This is an optimization exercise on Yosys and OpenROAD, whose aim is small area, not a production implementation.
Where RTL was checked, it was by simulation tests only, not by an equivalence proof against the original.
The flow treats the clock pin as an ideal source. Dropping or thinning the clock tree relies on that and would not hold on a real chip.
Power figures rest on the tool's default switching activity, not on a simulated workload.

==> flow/design.v <==
`timescale 1ns / 1ps
module top_time_clock(
    input i_clk, i_reset, i_mode, i_onOff,
    input i_inc_hour, i_inc_min, i_clr_sec,
    output [7:0] o_font,
    output [3:0] o_digit
    );
    reg [2:0] r_q; reg r_t;         
    reg [2:0] r_s;                  
    reg [3:0] r_u;                  
    reg [3:0] r_cu, r_ct;           
    reg [5:0] r_sec;
    reg [3:0] r_mu; reg [2:0] r_mt;   
    reg [4:0] r_hour;
    wire w = r_q[2] & ~r_q[1];
    wire tick = w & ~r_t;
    wire u9 = r_u[3] & r_u[0];
    wire cu9 = r_cu[3] & r_cu[0];
    wire ct9 = r_ct[3] & r_ct[0];
    wire s59 = r_sec[5] & r_sec[4] & r_sec[3] & r_sec[1] & r_sec[0];
    wire mu9 = r_mu[3] & r_mu[0];
    wire mt5 = r_mt[2] & r_mt[0];
    wire h23 = r_hour[4] & r_hour[2] & r_hour[1] & r_hour[0];
    wire cu_inc = tick & u9;
    wire ct_inc = cu_inc & cu9;
    wire s_inc = ct_inc & ct9;
    wire m_carry = s_inc & s59;
    wire m_inc = i_inc_min | m_carry;
    wire mt_inc = m_inc & mu9;
    wire h_inc = i_inc_hour | (m_carry & mu9 & mt5);
    always @(posedge i_clk or posedge i_reset) begin
        if (i_reset) begin
            r_q <= 0; r_t <= 0; r_s <= 0; r_u <= 0; r_cu <= 0; r_ct <= 0;
            r_sec <= 0; r_mu <= 0; r_mt <= 0; r_hour <= 0;
        end else begin
            r_q <= {r_q[1:0], ~(r_q[1] | r_q[2])};
            if (w) r_t <= ~r_t;
            if (tick) r_s <= r_s + 3'd1;
            if (i_clr_sec) begin
                r_u <= 0; r_cu <= 0; r_ct <= 0; r_sec <= 0;
            end else begin
                if (tick) r_u <= u9 ? 4'd0 : r_u + 4'd1;
                if (cu_inc) r_cu <= cu9 ? 4'd0 : r_cu + 4'd1;
                if (ct_inc) r_ct <= ct9 ? 4'd0 : r_ct + 4'd1;
                if (s_inc) r_sec <= s59 ? 6'd0 : r_sec + 6'd1;
            end
            if (m_inc) r_mu <= mu9 ? 4'd0 : r_mu + 4'd1;
            if (mt_inc) r_mt <= mt5 ? 3'd0 : r_mt + 3'd1;
            if (h_inc) r_hour <= h23 ? 5'd0 : r_hour + 5'd1;
        end
    end
    assign o_digit = ~(4'b0001 << r_s[1:0]);
    wire [5:0] x = i_mode ? r_sec : {1'b0, r_hour};
    function [3:0] a3; input [3:0] v; a3 = (v >= 4'd5) ? v + 4'd3 : v; endfunction
    wire [3:0] dd_a = a3({1'b0, x[5:3]});
    wire [3:0] dd_b = a3({dd_a[2:0], x[2]});
    wire [3:0] dd_c = a3({dd_b[2:0], x[1]});
    wire [3:0] ones = {dd_c[2:0], x[0]};
    wire [3:0] tens = {1'b0, dd_a[3], dd_b[3], dd_c[3]};
    reg [3:0] digit;
    always @(*) begin
        case ({i_mode, r_s[1:0]})
            3'b000: digit = r_mu;
            3'b001: digit = {1'b0, r_mt};
            3'b100: digit = r_cu;
            3'b101: digit = r_ct;
            default: digit = r_s[0] ? tens : ones;
        endcase
    end
    reg [6:0] seg;
    always @(*) begin
        case (digit)
            4'd0: seg = 7'h40;
            4'd1: seg = 7'h79;
            4'd2: seg = 7'h24;
            4'd3: seg = 7'h30;
            4'd4: seg = 7'h19;
            4'd5: seg = 7'h12;
            4'd6: seg = 7'h02;
            4'd7: seg = 7'h78;
            4'd8: seg = 7'h00;
            default: seg = 7'h10;
        endcase
    end
    wire blank = i_onOff | r_s[2];
    assign o_font[6:0] = blank ? 7'h7f : seg;
    assign o_font[7] = ~(~i_onOff & (r_s == 3'd6) & (r_ct[3] | (r_ct[2] & (r_ct[1] | r_ct[0]))));
endmodule
==> flow/config.mk <==
export PLATFORM = sky130hd
export DESIGN_NAME = top_time_clock
export DESIGN_NICKNAME = top_time_clock
export VERILOG_FILES = /design/flow/design.v
export SDC_FILE = /design/flow/constraint.sdc
export NUM_CORES = 4
export LEC_CHECK = 0
export CAP_MARGIN = 20
export CORE_MARGIN = 2
export CORE_UTILIZATION = 40
export SLEW_MARGIN = 20
==> flow/constraint.sdc <==
create_clock -name core_clock -period 12.0 [get_ports {i_clk}]
set_input_delay 2.4000 -clock core_clock [delete_from_list [all_inputs] [get_ports {i_clk}]]
set_output_delay 2.4000 -clock core_clock [all_outputs]
set_load 0.01 [all_outputs]
standard.sh (not shown) runs the stock make flow with config.mk's settings and CLKGATE_MAP_FILE= SYNTH_SCRIPT=/design/flow/synth_recipe.tcl, a recipe that flattens the netlist after the stock synthesis.
==> flow/flow/run.sh <==
#!/bin/bash
# Own layout flow: the standard synthesis (standard.sh synth), then an area-oriented
# re-mapping of the combinational logic only (every register instance kept with its name
# and cell type), then the standard ORFS steps from floorplan to finish, with buf_1 port
# buffers and a small clock tree. Each tool writes its own log in this folder.
set -euo pipefail
source flow/params.sh
WORK=$PWD
RES=$WORK/orfs/results/$FLOW_PLATFORM/top_time_clock/base
export REMAP_LIB=$FLOW_HOME/platforms/$FLOW_PLATFORM/lib/sky130_fd_sc_hd__tt_025C_1v80.lib
export FLOW_TOP

bash standard.sh synth > 1_synth_standard.log 2>&1
cp $RES/1_2_yosys.v $WORK/synth_standard.v

for s in flow/abc_*.script; do
  n=$(basename $s .script)
  ( export REMAP_IN=$WORK/synth_standard.v REMAP_OUT=$WORK/remap_$n.v REMAP_SCRIPT=$WORK/$s
    timeout 900 yosys -c flow/remap.tcl > remap_$n.log 2>&1 || true ) &
  while (( $(jobs -r | wc -l) >= ${NUM_CORES:-4} )); do sleep 1; done
done
wait
best=""; best_area=""
for s in flow/abc_*.script; do
  n=$(basename $s .script)
  f=$WORK/remap_$n.v
  [[ -f $f.stat && -f $f ]] || continue
  a=$(awk '/Chip area/ {print $NF}' $f.stat)
  echo "$n $a" >> remap_areas.log
  if [[ -z "$best" ]] || awk "BEGIN{exit !($a < $best_area)}"; then best=$f; best_area=$a; fi
done
echo "best: $best $best_area" >> remap_areas.log
if [[ -n "$best" ]]; then
  cp $best $RES/1_2_yosys.v
  touch $RES/1_2_yosys.v
fi

bash standard.sh finish \
  "BUFFER_PORTS_ARGS=-buffer_cell sky130_fd_sc_hd__buf_1" \
  "CTS_ARGS=$CTS_ARGS" \
  "PRE_CTS_TCL=$PRE_CTS_TCL" \
  > 2_finish_standard.log 2>&1
Other scripts of this flow, unchanged in this note and not shown: flow/flow/abc_j1.script, flow/flow/abc_j10.script, flow/flow/abc_j11.script, flow/flow/abc_j12.script, flow/flow/abc_j2.script, flow/flow/abc_j3.script, flow/flow/abc_j4.script, flow/flow/abc_j5.script, flow/flow/abc_j6.script, flow/flow/abc_j7.script, flow/flow/abc_j8.script, flow/flow/abc_j9.script, flow/flow/cts_single.tcl, flow/flow/params.sh, flow/flow/remap.tcl
Then changed:
==> flow/design.v (replaced) <==
`timescale 1ns / 1ps
module top_time_clock(
    input i_clk, i_reset, i_mode, i_onOff,
    input i_inc_hour, i_inc_min, i_clr_sec,
    output [7:0] o_font,
    output [3:0] o_digit
    );
    reg [2:0] r_q; reg r_t;         
    reg [2:0] r_s;                  
    reg [3:0] r_u;                  
    reg [3:0] r_cu, r_ct;           
    reg [5:0] r_sec, r_min;
    reg [4:0] r_hour;
    wire w = r_q[2] & ~r_q[1];
    wire tick = w & ~r_t;
    wire u9 = r_u[3] & r_u[0];
    wire cu9 = r_cu[3] & r_cu[0];
    wire ct9 = r_ct[3] & r_ct[0];
    wire s59 = r_sec[5] & r_sec[4] & r_sec[3] & r_sec[1] & r_sec[0];
    wire m59 = r_min[5] & r_min[4] & r_min[3] & r_min[1] & r_min[0];
    wire h23 = r_hour[4] & r_hour[2] & r_hour[1] & r_hour[0];
    wire cu_inc = tick & u9;
    wire ct_inc = cu_inc & cu9;
    wire s_inc = ct_inc & ct9;
    wire m_carry = s_inc & s59;
    wire m_inc = i_inc_min | m_carry;
    wire h_inc = i_inc_hour | (m_carry & m59);
    always @(posedge i_clk or posedge i_reset) begin
        if (i_reset) begin
            r_q <= 0; r_t <= 0; r_s <= 0; r_u <= 0; r_cu <= 0; r_ct <= 0;
            r_sec <= 0; r_min <= 0; r_hour <= 0;
        end else begin
            r_q <= {r_q[1:0], ~(r_q[1] | r_q[2])};
            if (w) r_t <= ~r_t;
            if (tick) r_s <= r_s + 3'd1;
            if (i_clr_sec) begin
                r_u <= 0; r_cu <= 0; r_ct <= 0; r_sec <= 0;
            end else begin
                if (tick) r_u <= u9 ? 4'd0 : r_u + 4'd1;
                if (cu_inc) r_cu <= cu9 ? 4'd0 : r_cu + 4'd1;
                if (ct_inc) r_ct <= ct9 ? 4'd0 : r_ct + 4'd1;
                if (s_inc) r_sec <= s59 ? 6'd0 : r_sec + 6'd1;
            end
            if (m_inc) r_min <= m59 ? 6'd0 : r_min + 6'd1;
            if (h_inc) r_hour <= h23 ? 5'd0 : r_hour + 5'd1;
        end
    end
    assign o_digit = ~(4'b0001 << r_s[1:0]);
    reg [5:0] x;
    always @(*) begin
        case ({i_mode, r_s[1]})
            2'b00: x = r_min;
            2'b01: x = {1'b0, r_hour};
            default: x = r_sec;
        endcase
    end
    function [3:0] a3; input [3:0] v; a3 = (v >= 4'd5) ? v + 4'd3 : v; endfunction
    wire [3:0] dd_a = a3({1'b0, x[5:3]});
    wire [3:0] dd_b = a3({dd_a[2:0], x[2]});
    wire [3:0] dd_c = a3({dd_b[2:0], x[1]});
    wire [3:0] ones = {dd_c[2:0], x[0]};
    wire [3:0] tens = {1'b0, dd_a[3], dd_b[3], dd_c[3]};
    wire [3:0] digit = (i_mode & ~r_s[1]) ? (r_s[0] ? r_ct : r_cu) : (r_s[0] ? tens : ones);
    reg [6:0] seg;
    always @(*) begin
        case (digit)
            4'd0: seg = 7'h40;
            4'd1: seg = 7'h79;
            4'd2: seg = 7'h24;
            4'd3: seg = 7'h30;
            4'd4: seg = 7'h19;
            4'd5: seg = 7'h12;
            4'd6: seg = 7'h02;
            4'd7: seg = 7'h78;
            4'd8: seg = 7'h00;
            default: seg = 7'h10;
        endcase
    end
    wire blank = i_onOff | r_s[2];
    assign o_font[6:0] = blank ? 7'h7f : seg;
    assign o_font[7] = ~(~i_onOff & (r_s == 3'd6) & (r_ct[3] | (r_ct[2] & (r_ct[1] | r_ct[0]))));
endmodule
The new run finished clean.
Die area falls by 2.5%.
Design area falls by 2.4%.
Synthesized area falls by 2.6%.
Register-to-register slack is better by 200 ps.
Routed wire length falls by 5.1%.
Synthesized cell count falls by 3.9%.
Global-route usage falls by 1.1 points.
Power rises by 9.8%.
Via count falls by 1.8%.
Worst setup slack is worse by 450 ps.
The RTL of the first run of this note was laid out without a check of its function. In every run of this note, the design's own scripts or RTL, not TritonCTS, make the clock network.

==> afterwards: timing with drivers on the ports <==
No port has a modelled driver above. Below, the same layouts with a new extraction and two added sets of constraints.
Step 1, drivers: a clkbuf_16 drives i_clk and a buf_2 each remaining input, both assumed.
Step 2 times the ports against the registers' clock, not the clock port: input delays grow and output delays shrink by t, the midpoint of the rising clock arrivals with the driver on.
a / b / c = no drivers / after step 1 / after step 2; a / b = the first two.
| run | t (ns) | setup slack, ns | hold slack, ns | worst setup path after step 2 | cell pins on the clock port's net |
|---|---|---|---|---|---|
| the first run | 0.206 | 4.520 / 4.497 / 4.497 | 0.362 / 0.362 / 0.362 | input to output | 2 |
| the second run | 0.199 | 4.073 / 4.040 / 4.040 | 0.360 / 0.360 / 0.360 | input to output | 2 |
After both steps every run listed still meets setup and hold. For the second run, which loses most, drivers alone change the setup slack by -0.033 ns; drivers and shift together by -0.033 ns.
